From an optimization exercise on the open Yosys and OpenROAD flow, aimed at small area; shortcuts taken in it are not production practice.
Power figures rest on the tool's default switching activity, not on a simulated workload.

job 104:
==> flow/design.v <==
module classifier_top (
  input  wire clk,
  input  wire rst_n,
  input  wire signed [3:0]  x_int4,
  input  wire signed [7:0]  w_int8,
  input  wire new_feat,
  input  wire new_class,
  input  wire [2:0] class_id,
  output reg  signed [19:0] acc20,
  output reg  signed [19:0] max_score,
  output reg  [2:0] max_class
);
  wire en = new_feat & ~new_class;
  wire [3:0] xg = x_int4 & {4{en}};
  wire [19:0] ag = acc20 & {20{~new_class}};
  wire [19:0] sum;
  wire pp1 = (xg[0] & w_int8[0]);
  wire pp2 = (xg[0] & w_int8[1]);
  wire pp3 = (xg[0] & w_int8[2]);
  wire pp4 = (xg[0] & w_int8[3]);
  wire pp5 = (xg[0] & w_int8[4]);
  wire pp6 = (xg[0] & w_int8[5]);
  wire pp7 = (xg[0] & w_int8[6]);
  wire pp8 = ~(xg[0] & w_int8[7]);
  wire pp9 = (xg[1] & w_int8[0]);
  wire pp10 = (xg[1] & w_int8[1]);
  wire pp11 = (xg[1] & w_int8[2]);
  wire pp12 = (xg[1] & w_int8[3]);
  wire pp13 = (xg[1] & w_int8[4]);
  wire pp14 = (xg[1] & w_int8[5]);
  wire pp15 = (xg[1] & w_int8[6]);
  wire pp16 = ~(xg[1] & w_int8[7]);
  wire pp17 = (xg[2] & w_int8[0]);
  wire pp18 = (xg[2] & w_int8[1]);
  wire pp19 = (xg[2] & w_int8[2]);
  wire pp20 = (xg[2] & w_int8[3]);
  wire pp21 = (xg[2] & w_int8[4]);
  wire pp22 = (xg[2] & w_int8[5]);
  wire pp23 = (xg[2] & w_int8[6]);
  wire pp24 = ~(xg[2] & w_int8[7]);
  wire pp25 = ~(xg[3] & w_int8[0]);
  wire pp26 = ~(xg[3] & w_int8[1]);
  wire pp27 = ~(xg[3] & w_int8[2]);
  wire pp28 = ~(xg[3] & w_int8[3]);
  wire pp29 = ~(xg[3] & w_int8[4]);
  wire pp30 = ~(xg[3] & w_int8[5]);
  wire pp31 = ~(xg[3] & w_int8[6]);
  wire pp32 = (xg[3] & w_int8[7]);
  wire s33 = ag[1] ^ pp2;
  wire c34 = ag[1] & pp2;
  wire s35 = ag[2] ^ pp3 ^ pp10;
  wire c36 = (ag[2] & pp3) | (ag[2] & pp10) | (pp3 & pp10);
  wire s37 = pp17 ^ c34;
  wire c38 = pp17 & c34;
  wire s39 = 1'b1 ^ ag[3] ^ pp4;
  wire c40 = (1'b1 & ag[3]) | (1'b1 & pp4) | (ag[3] & pp4);
  wire s41 = pp11 ^ pp18 ^ pp25;
  wire c42 = (pp11 & pp18) | (pp11 & pp25) | (pp18 & pp25);
  wire s43 = c36 ^ c38 ^ s39;
  wire c44 = (c36 & c38) | (c36 & s39) | (c38 & s39);
  wire s45 = ag[4] ^ pp5 ^ pp12;
  wire c46 = (ag[4] & pp5) | (ag[4] & pp12) | (pp5 & pp12);
  wire s47 = pp19 ^ pp26 ^ c40;
  wire c48 = (pp19 & pp26) | (pp19 & c40) | (pp26 & c40);
  wire s49 = c42 ^ s45 ^ c44;
  wire c50 = (c42 & s45) | (c42 & c44) | (s45 & c44);
  wire s51 = ag[5] ^ pp6 ^ pp13;
  wire c52 = (ag[5] & pp6) | (ag[5] & pp13) | (pp6 & pp13);
  wire s53 = pp20 ^ pp27 ^ c46;
  wire c54 = (pp20 & pp27) | (pp20 & c46) | (pp27 & c46);
  wire s55 = s51 ^ c48 ^ s53;
  wire c56 = (s51 & c48) | (s51 & s53) | (c48 & s53);
  wire s57 = ag[6] ^ pp7 ^ pp14;
  wire c58 = (ag[6] & pp7) | (ag[6] & pp14) | (pp7 & pp14);
  wire s59 = pp21 ^ pp28 ^ c52;
  wire c60 = (pp21 & pp28) | (pp21 & c52) | (pp28 & c52);
  wire s61 = s57 ^ c54 ^ s59;
  wire c62 = (s57 & c54) | (s57 & s59) | (c54 & s59);
  wire s63 = 1'b1 ^ ag[7] ^ pp8;
  wire c64 = (1'b1 & ag[7]) | (1'b1 & pp8) | (ag[7] & pp8);
  wire s65 = pp15 ^ pp22 ^ pp29;
  wire c66 = (pp15 & pp22) | (pp15 & pp29) | (pp22 & pp29);
  wire s67 = c58 ^ s63 ^ s65;
  wire c68 = (c58 & s63) | (c58 & s65) | (s63 & s65);
  wire s69 = c60 ^ s67 ^ c62;
  wire c70 = (c60 & s67) | (c60 & c62) | (s67 & c62);
  wire s71 = ag[8] ^ pp16 ^ pp23;
  wire c72 = (ag[8] & pp16) | (ag[8] & pp23) | (pp16 & pp23);
  wire s73 = pp30 ^ c64 ^ c66;
  wire c74 = (pp30 & c64) | (pp30 & c66) | (c64 & c66);
  wire s75 = s71 ^ c68 ^ s73;
  wire c76 = (s71 & c68) | (s71 & s73) | (c68 & s73);
  wire s77 = ag[9] ^ pp24 ^ pp31;
  wire c78 = (ag[9] & pp24) | (ag[9] & pp31) | (pp24 & pp31);
  wire s79 = c72 ^ s77 ^ c74;
  wire c80 = (c72 & s77) | (c72 & c74) | (s77 & c74);
  wire s81 = ag[10] ^ pp32 ^ c78;
  wire c82 = (ag[10] & pp32) | (ag[10] & c78) | (pp32 & c78);
  wire s83 = ag[0] ^ pp1;
  wire c84 = ag[0] & pp1;
  wire s85 = pp9 ^ s33 ^ c84;
  wire c86 = (pp9 & s33) | (pp9 & c84) | (s33 & c84);
  wire s87 = s35 ^ s37 ^ c86;
  wire c88 = (s35 & s37) | (s35 & c86) | (s37 & c86);
  wire s89 = s41 ^ s43 ^ c88;
  wire c90 = (s41 & s43) | (s41 & c88) | (s43 & c88);
  wire p91 = s47 ^ s49;
  wire g92 = s47 & s49;
  wire cy93;
  mac_cy u_cy93 (.g(g92), .p(p91), .c(c90), .co(cy93));
  wire s94 = p91 ^ c90;
  wire p95 = c50 ^ s55;
  wire g96 = c50 & s55;
  wire cy97;
  mac_cy u_cy97 (.g(g96), .p(p95), .c(cy93), .co(cy97));
  wire s98 = p95 ^ cy93;
  wire p99 = c56 ^ s61;
  wire g100 = c56 & s61;
  wire cy101;
  mac_cy u_cy101 (.g(g100), .p(p99), .c(cy97), .co(cy101));
  wire s102 = p99 ^ cy97;
  wire s103 = s69 ^ cy101;
  wire c104 = s69 & cy101;
  wire p105 = s75 ^ c70;
  wire g106 = s75 & c70;
  wire cy107;
  mac_cy u_cy107 (.g(g106), .p(p105), .c(c104), .co(cy107));
  wire s108 = p105 ^ c104;
  wire p109 = c76 ^ s79;
  wire g110 = c76 & s79;
  wire cy111;
  mac_cy u_cy111 (.g(g110), .p(p109), .c(cy107), .co(cy111));
  wire s112 = p109 ^ cy107;
  wire p113 = s81 ^ c80;
  wire g114 = s81 & c80;
  wire cy115;
  mac_cy u_cy115 (.g(g114), .p(p113), .c(cy111), .co(cy115));
  wire s116 = p113 ^ cy111;
  wire inc117 = c82 & cy115;
  wire dec118 = ~(c82 | cy115);
  wire n119 = ag[11] ^ (inc117 | dec118);
  wire n120 = ag[12] ^ ((inc117 & ag[11]) | (dec118 & ~ag[11]));
  wire all1121 = ag[11] & ag[12];
  wire all0122 = ~ag[11] & ~ag[12];
  wire n123 = ag[13] ^ ((inc117 & all1121) | (dec118 & all0122));
  wire all1124 = all1121 & ag[13];
  wire all0125 = all0122 & ~ag[13];
  wire n126 = ag[14] ^ ((inc117 & all1124) | (dec118 & all0125));
  wire all1127 = all1124 & ag[14];
  wire all0128 = all0125 & ~ag[14];
  wire n129 = ag[15] ^ ((inc117 & all1127) | (dec118 & all0128));
  wire all1130 = all1127 & ag[15];
  wire all0131 = all0128 & ~ag[15];
  wire n132 = ag[16] ^ ((inc117 & all1130) | (dec118 & all0131));
  wire all1133 = all1130 & ag[16];
  wire all0134 = all0131 & ~ag[16];
  wire n135 = ag[17] ^ ((inc117 & all1133) | (dec118 & all0134));
  wire all1136 = all1133 & ag[17];
  wire all0137 = all0134 & ~ag[17];
  wire n138 = ag[18] ^ ((inc117 & all1136) | (dec118 & all0137));
  wire all1139 = all1136 & ag[18];
  wire all0140 = all0137 & ~ag[18];
  wire n141 = ag[19] ^ ((inc117 & all1139) | (dec118 & all0140));
  wire all1142 = all1139 & ag[19];
  wire all0143 = all0140 & ~ag[19];
  assign sum[0] = s83;
  assign sum[1] = s85;
  assign sum[2] = s87;
  assign sum[3] = s89;
  assign sum[4] = s94;
  assign sum[5] = s98;
  assign sum[6] = s102;
  assign sum[7] = s103;
  assign sum[8] = s108;
  assign sum[9] = s112;
  assign sum[10] = s116;
  assign sum[11] = n119;
  assign sum[12] = n120;
  assign sum[13] = n123;
  assign sum[14] = n126;
  assign sum[15] = n129;
  assign sum[16] = n132;
  assign sum[17] = n135;
  assign sum[18] = n138;
  assign sum[19] = n141;
  wire [20:0] g;
  assign g[0] = 1'b0;
  genvar k;
  generate
    for (k = 0; k < 19; k = k + 1) begin : cmp
      assign g[k+1] = (acc20[k] & ~max_score[k]) | ((acc20[k] | ~max_score[k]) & g[k]);
    end
  endgenerate
  assign g[20] = (~acc20[19] & max_score[19]) | ((~acc20[19] | max_score[19]) & g[19]);
  wire upd = new_class & g[20];
  always @(posedge clk or negedge rst_n) begin
    if (!rst_n) begin
      acc20     <= 20'd0;
      max_score <= 20'd0;
      max_class <= 3'd0;
    end else begin
      acc20 <= sum;
      if (upd) begin
        max_score <= acc20;
        max_class <= class_id;
      end
    end
  end
endmodule
module mac_cy (
  input  wire g,
  input  wire p,
  input  wire c,
  output wire co
);
  assign co = g | (p & c);
endmodule
export LEC_CHECK = 0
export ABC_AREA = 1
export CAP_MARGIN = 20
export CORE_MARGIN = 2
export CORE_UTILIZATION = 40
export GPL_TIMING_DRIVEN = 0
export SLEW_MARGIN = 20
export SYNTH_HIERARCHICAL = 1
export SYNTH_MINIMUM_KEEP_SIZE = 0
create_clock -name core_clock -period 6.5 [get_ports {clk}]
standard.sh (not shown) runs the stock make flow with config.mk's settings and CLKGATE_MAP_FILE= SYNTH_SCRIPT=/design/flow/synth_recipe.tcl, a recipe that flattens the netlist after the stock synthesis.
==> flow/flow/run.sh <==
#!/bin/bash
# Standard ORFS layout (the standard.sh, unchanged synthesis), with the port buffers
# that buffer_ports inserts made sky130_fd_sc_hd__buf_1 instead of the default choice, and
# ORFS's power recovery (downsizing gates off the critical paths) after global routing.
set -euo pipefail
export BUFFER_PORTS_ARGS="-buffer_cell sky130_fd_sc_hd__buf_1"
export RECOVER_POWER=100
bash standard.sh finish > standard_flow.log 2>&1
Changes in job 101 relative to job 104:
==> flow/flow/run.sh <==
#!/bin/bash
# Standard ORFS layout (the standard.sh, unchanged synthesis), with the port buffers
# that buffer_ports inserts made sky130_fd_sc_hd__buf_1 instead of the default choice.
set -euo pipefail
export BUFFER_PORTS_ARGS="-buffer_cell sky130_fd_sc_hd__buf_1"
bash standard.sh finish > standard_flow.log 2>&1
### Flow results
Final count of hold timing violations: job 101 vs job 104 — no meaningful difference
Going from job 104 to job 101, shortest clock period the worst path allows after layout shrinks by 0.0043 ns.
Critical path required time: job 104 vs job 101, no meaningful difference
Count of clock-buffer cells in the layout: job 104 vs job 101 identical
Setup slack: job 101 more than job 104
Compared with job 104, job 101 degrades internal portion of total power.
As far as share of the clock period used by the worst path is concerned, job 104 and job 101 perform about the same.
Highest achievable clock rate essentially unchanged between job 104 and job 101.
Comparing total power for job 104 and job 101, the smaller number came from job 104.
No functional check of the RTL was part of any run of this note.

port drivers added, routing unchanged:
The results above use ideal ports. As a check the final layouts listed here were re-extracted and re-timed, cells and wires unchanged. Step 1 (the two cells are an assumption about what drives the block):
set clk [get_ports {clk}]
set_driving_cell -lib_cell sky130_fd_sc_hd__clkbuf_16 $clk
set_driving_cell -lib_cell sky130_fd_sc_hd__buf_2 [delete_from_list [all_inputs] $clk]
Step 2, shift: input delay + t, output delay - t, t = (earliest + latest rising clock arrival at the registers) / 2. This alone moves slack from input paths to output paths. Slacks: ideal / step 1 / step 2; pairs: ideal / step 1.
| run | t (ns) | setup WS [ns] | latest minus earliest clock arrival (ns) | pins driven straight from the clock port |
|---|---|---|---|---|
| job 104 | 0.319 | 0.559 / 0.555 / 0.236 | 0.003 / 0.003 | 1 |
| job 101 | 0.320 | 0.564 / 0.560 / 0.240 | 0.003 / 0.004 | 1 |
After both steps every run listed still meets setup and hold. The setup slack of job 101, which loses most, moves by -0.004 ns with the drivers and by -0.324 ns with both steps.
